This design comes from an exercise in tuning for small area and a short achievable clock period on the open sky130 flow, not from production work.
Where RTL was checked, it was by simulation tests only, not by an equivalence proof against the original.

==> inputs of job 5658 <==
Design CS, start of the top module:
module CS(Y, X, reset, clk);
input clk, reset;
input [7:0] X;
output reg [9:0] Y;
reg [3:0] count;                  
reg [7:0] w0, w1, w2, w3, w4, w5, w6, w7, w8;    
reg [7:0] q;                      
reg [3:0] r;                      
reg nz;                           
always @(posedge clk) nz <= ~reset;
wire [7:0] qz = q & {8{nz}};
wire [3:0] rz = r & {4{nz}};
always @(posedge clk) begin
  q <= qn; r <= rn;
end
wire full = (count == 4'd9);
wire en = full & ~reset;
wire [7:0] qn;
wire [3:0] rn;
wire [9:0] Yd;
always @(posedge clk) begin
  w0 <= X; w1 <= w0; w2 <= w1; w3 <= w2; w4 <= w3;
  w5 <= w4; w6 <= w5; w7 <= w6; w8 <= w7;
end
always @(posedge clk) begin
  if (reset) count <= 4'd0;
  else if (!full) count <= count + 4'd1;
end
always @(posedge clk) Y <= Yd;
  ...
==> flow/config.mk <==
export PLATFORM = sky130hd
export DESIGN_NAME = CS
export DESIGN_NICKNAME = CS
export VERILOG_FILES = /design/flow/design.v
export SDC_FILE = /design/flow/constraint.sdc
export NUM_CORES = 4
export LEC_CHECK = 0
export CAP_MARGIN = 20
export CORE_MARGIN = 2
export CORE_UTILIZATION = 55
export CTS_BUF_LIST = sky130_fd_sc_hd__clkbuf_8
export SLEW_MARGIN = 20
export SYNTH_HIERARCHICAL = 1
export SYNTH_MINIMUM_KEEP_SIZE = 0
==> flow/constraint.sdc <==
create_clock -name core_clock -period 23.0 [get_ports {clk}]
set_input_delay 4.6000 -clock core_clock [delete_from_list [all_inputs] [get_ports {clk}]]
set_output_delay 4.6000 -clock core_clock [all_outputs]
set_load 0.01 [all_outputs]
standard.sh (not shown) runs the stock make flow with config.mk's settings and CLKGATE_MAP_FILE= SYNTH_SCRIPT=/design/flow/synth_recipe.tcl, a recipe that flattens the netlist after the stock synthesis.
==> flow/flow/run.sh <==
#!/bin/bash
# The standard layout (standard.sh), with two changes to how it is made:
#  - ORFS's timing repair aims at a setup slack of 13.5 ns at the design's clock
#    period (SETUP_SLACK_MARGIN), so repair_timing sizes and buffers critical paths;
#  - every input and output port still gets a buffer, of cell sky130_fd_sc_hd__buf_2.
set -e
export SETUP_SLACK_MARGIN=13.5
export BUFFER_PORTS_ARGS="-buffer_cell sky130_fd_sc_hd__buf_2"
bash standard.sh > standard.log 2>&1
==> job 8877: changes against job 5658 <==
Settings changed: CORE_UTILIZATION 55 to 40, GPL_TIMING_DRIVEN set to 1.
==> job 8722: changes against job 5658 <==
Settings changed: CORE_UTILIZATION 55 to 50.
==> summary.txt <==
Share of cell area taken by multi-input logic gates: job 8722 62.18%; job 8877 61.29%; job 5658 62.59%
Routed wire length: job 8722 14650 µm; job 8877 14670 µm; job 5658 14840 µm
Util after Layout: job 8722 56.17%; job 8877 45.37%; job 5658 61.66%
Sink of the worst hold path: job 8722 w2[0]; job 8877 w3[0]; job 5658 w3[0]
Logic inverters: job 8722 46; job 8877 46; job 5658 47
Number of buffers added for setup after CTS: job 8722 2; job 8877 2; job 5658 1
Buffers, non-clock: job 8722 24; job 8877 26; job 5658 24
Well-Tap Cells: job 8722 172; job 8877 216; job 5658 143
Die Y-Extent: job 8722 118.7 µm; job 8877 132.2 µm; job 5658 113.3 µm
Data-path buffer share of cell area in the final layout: job 8722 1.856%; job 8877 2.034%; job 5658 1.860%
Sequential Area: job 8722 1984 µm²; job 8877 1984 µm²; job 5658 1987 µm²
Wire length of the first global-routing pass: job 8722 24070 µm; job 8877 24830 µm; job 5658 24600 µm
Status: job 8722 no timing/DRC/antenna violations; job 8877 no timing/DRC/antenna violations; job 5658 no timing/DRC/antenna violations
Sequential share of cell area: job 8722 27.77%; job 8877 27.34%; job 5658 27.86%
R2R Setup Slk: job 8722 13.90 ns; job 8877 13.84 ns; job 5658 13.93 ns
Detailed-route wire length on metal 1: job 8722 6420 µm; job 8877 6686 µm; job 5658 6537 µm
Placement Rows: job 8722 41; job 8877 46; job 5658 39
Setup WS post-layout: job 8722 13.90 ns; job 8877 13.84 ns; job 5658 13.93 ns
All-layer global routing usage: job 8722 21.89%; job 8877 17.74%; job 5658 24.75%
Drt via density: job 8722 5.918; job 8877 5.702; job 5658 6.098

* * *

==> nickel: inputs <==
CS, a different RTL version from the one above (not shown whole).
Settings: LEC_CHECK=0, CAP_MARGIN=20, CORE_MARGIN=2, CORE_UTILIZATION=40, CTS_BUF_LIST=sky130_fd_sc_hd__clkbuf_8, CTS_CLUSTER_DIAMETER=150, CTS_CLUSTER_SIZE=40, SLEW_MARGIN=20, SYNTH_HIERARCHICAL=1, SYNTH_MINIMUM_KEEP_SIZE=0; clock period 23.0 ns.
Scripts as last shown in full above: flow/flow/run.sh
==> maple (differences from nickel) <==
- CTS_CLUSTER_DIAMETER: 150 -> default
- CTS_CLUSTER_SIZE: 40 -> default
==> summary.txt <==
|  | nickel | maple |
|---|---|---|
| Initial core utilization | 40.60% | 40.60% |
| Post-synthesis to final-layout area growth | 10.07% | 10.07% |
| Startpoint types | register | register |
| Area of the die | 17700 um2 | 17700 um2 |
| Global route overflow | 0 | 0 |
| Fin crit share | 39.42% | 39.42% |
| Most used cell, CP | maj3_2 | maj3_2 |
| Multi-input combinational gate total | 449 | 449 |
| Cells after synthesis | 596 | 596 |
| Max Used Layer | met4 | met4 |
| Result of the run | no timing/DRC/antenna violations | no timing/DRC/antenna violations |
| Warnings, synthesis | 7 | 7 |
| # resized after CTS | 4 | 4 |
| Detailed placement HPWL | 12.15 mm | 12.15 mm |
| End-of-flow core utilization | 44.69% | 44.69% |
| Number of global-route vias before repair | 4966 | 4966 |
| Sort of element at the end of the critical path | register | register |
| Worst path bufs/invs | 2 | 2 |
| Global-route met3 utilization | 4.483% | 4.483% |
Function was not checked in any run of this note: the RTL went through the layout flow alone.

[afterwards: timing with drivers on the ports]
No port has a modelled driver above. Below, the same layouts with a new extraction and two added sets of constraints.
Step 1 (the two cells are an assumption about what drives the block):
set clk [get_ports {clk}]
set_driving_cell -lib_cell sky130_fd_sc_hd__clkbuf_16 $clk
set_driving_cell -lib_cell sky130_fd_sc_hd__buf_2 [delete_from_list [all_inputs] $clk]
Step 2 times the ports against the registers' clock, not the clock port: input delays grow and output delays shrink by t, the midpoint of the rising clock arrivals with the driver on.
Three values: no drivers, after step 1, after step 2; two values: the first two.
| run | t, ns | slack for setup (ns) | worst slew at a driven data input, ns | pins driven straight from the clock port |
|---|---|---|---|---|
| job 5658 | 0.420 | 13.933 / 13.933 / 13.871 | 0.03 | 1 |
| job 8877 | 0.428 | 13.840 / 13.840 / 13.840 | 0.04 | 1 |
| job 8722 | 0.435 | 13.896 / 13.896 / 13.839 | 0.03 | 1 |
| nickel | 0.427 | 13.934 / 13.934 / 13.934 | 0.04 | 1 |
| maple | 0.427 | 13.934 / 13.934 / 13.934 | 0.04 | 1 |
After both steps every run listed still meets setup and hold. The setup slack of job 5658, which loses most, moves by 0.000 ns with the drivers and by -0.062 ns with both steps.
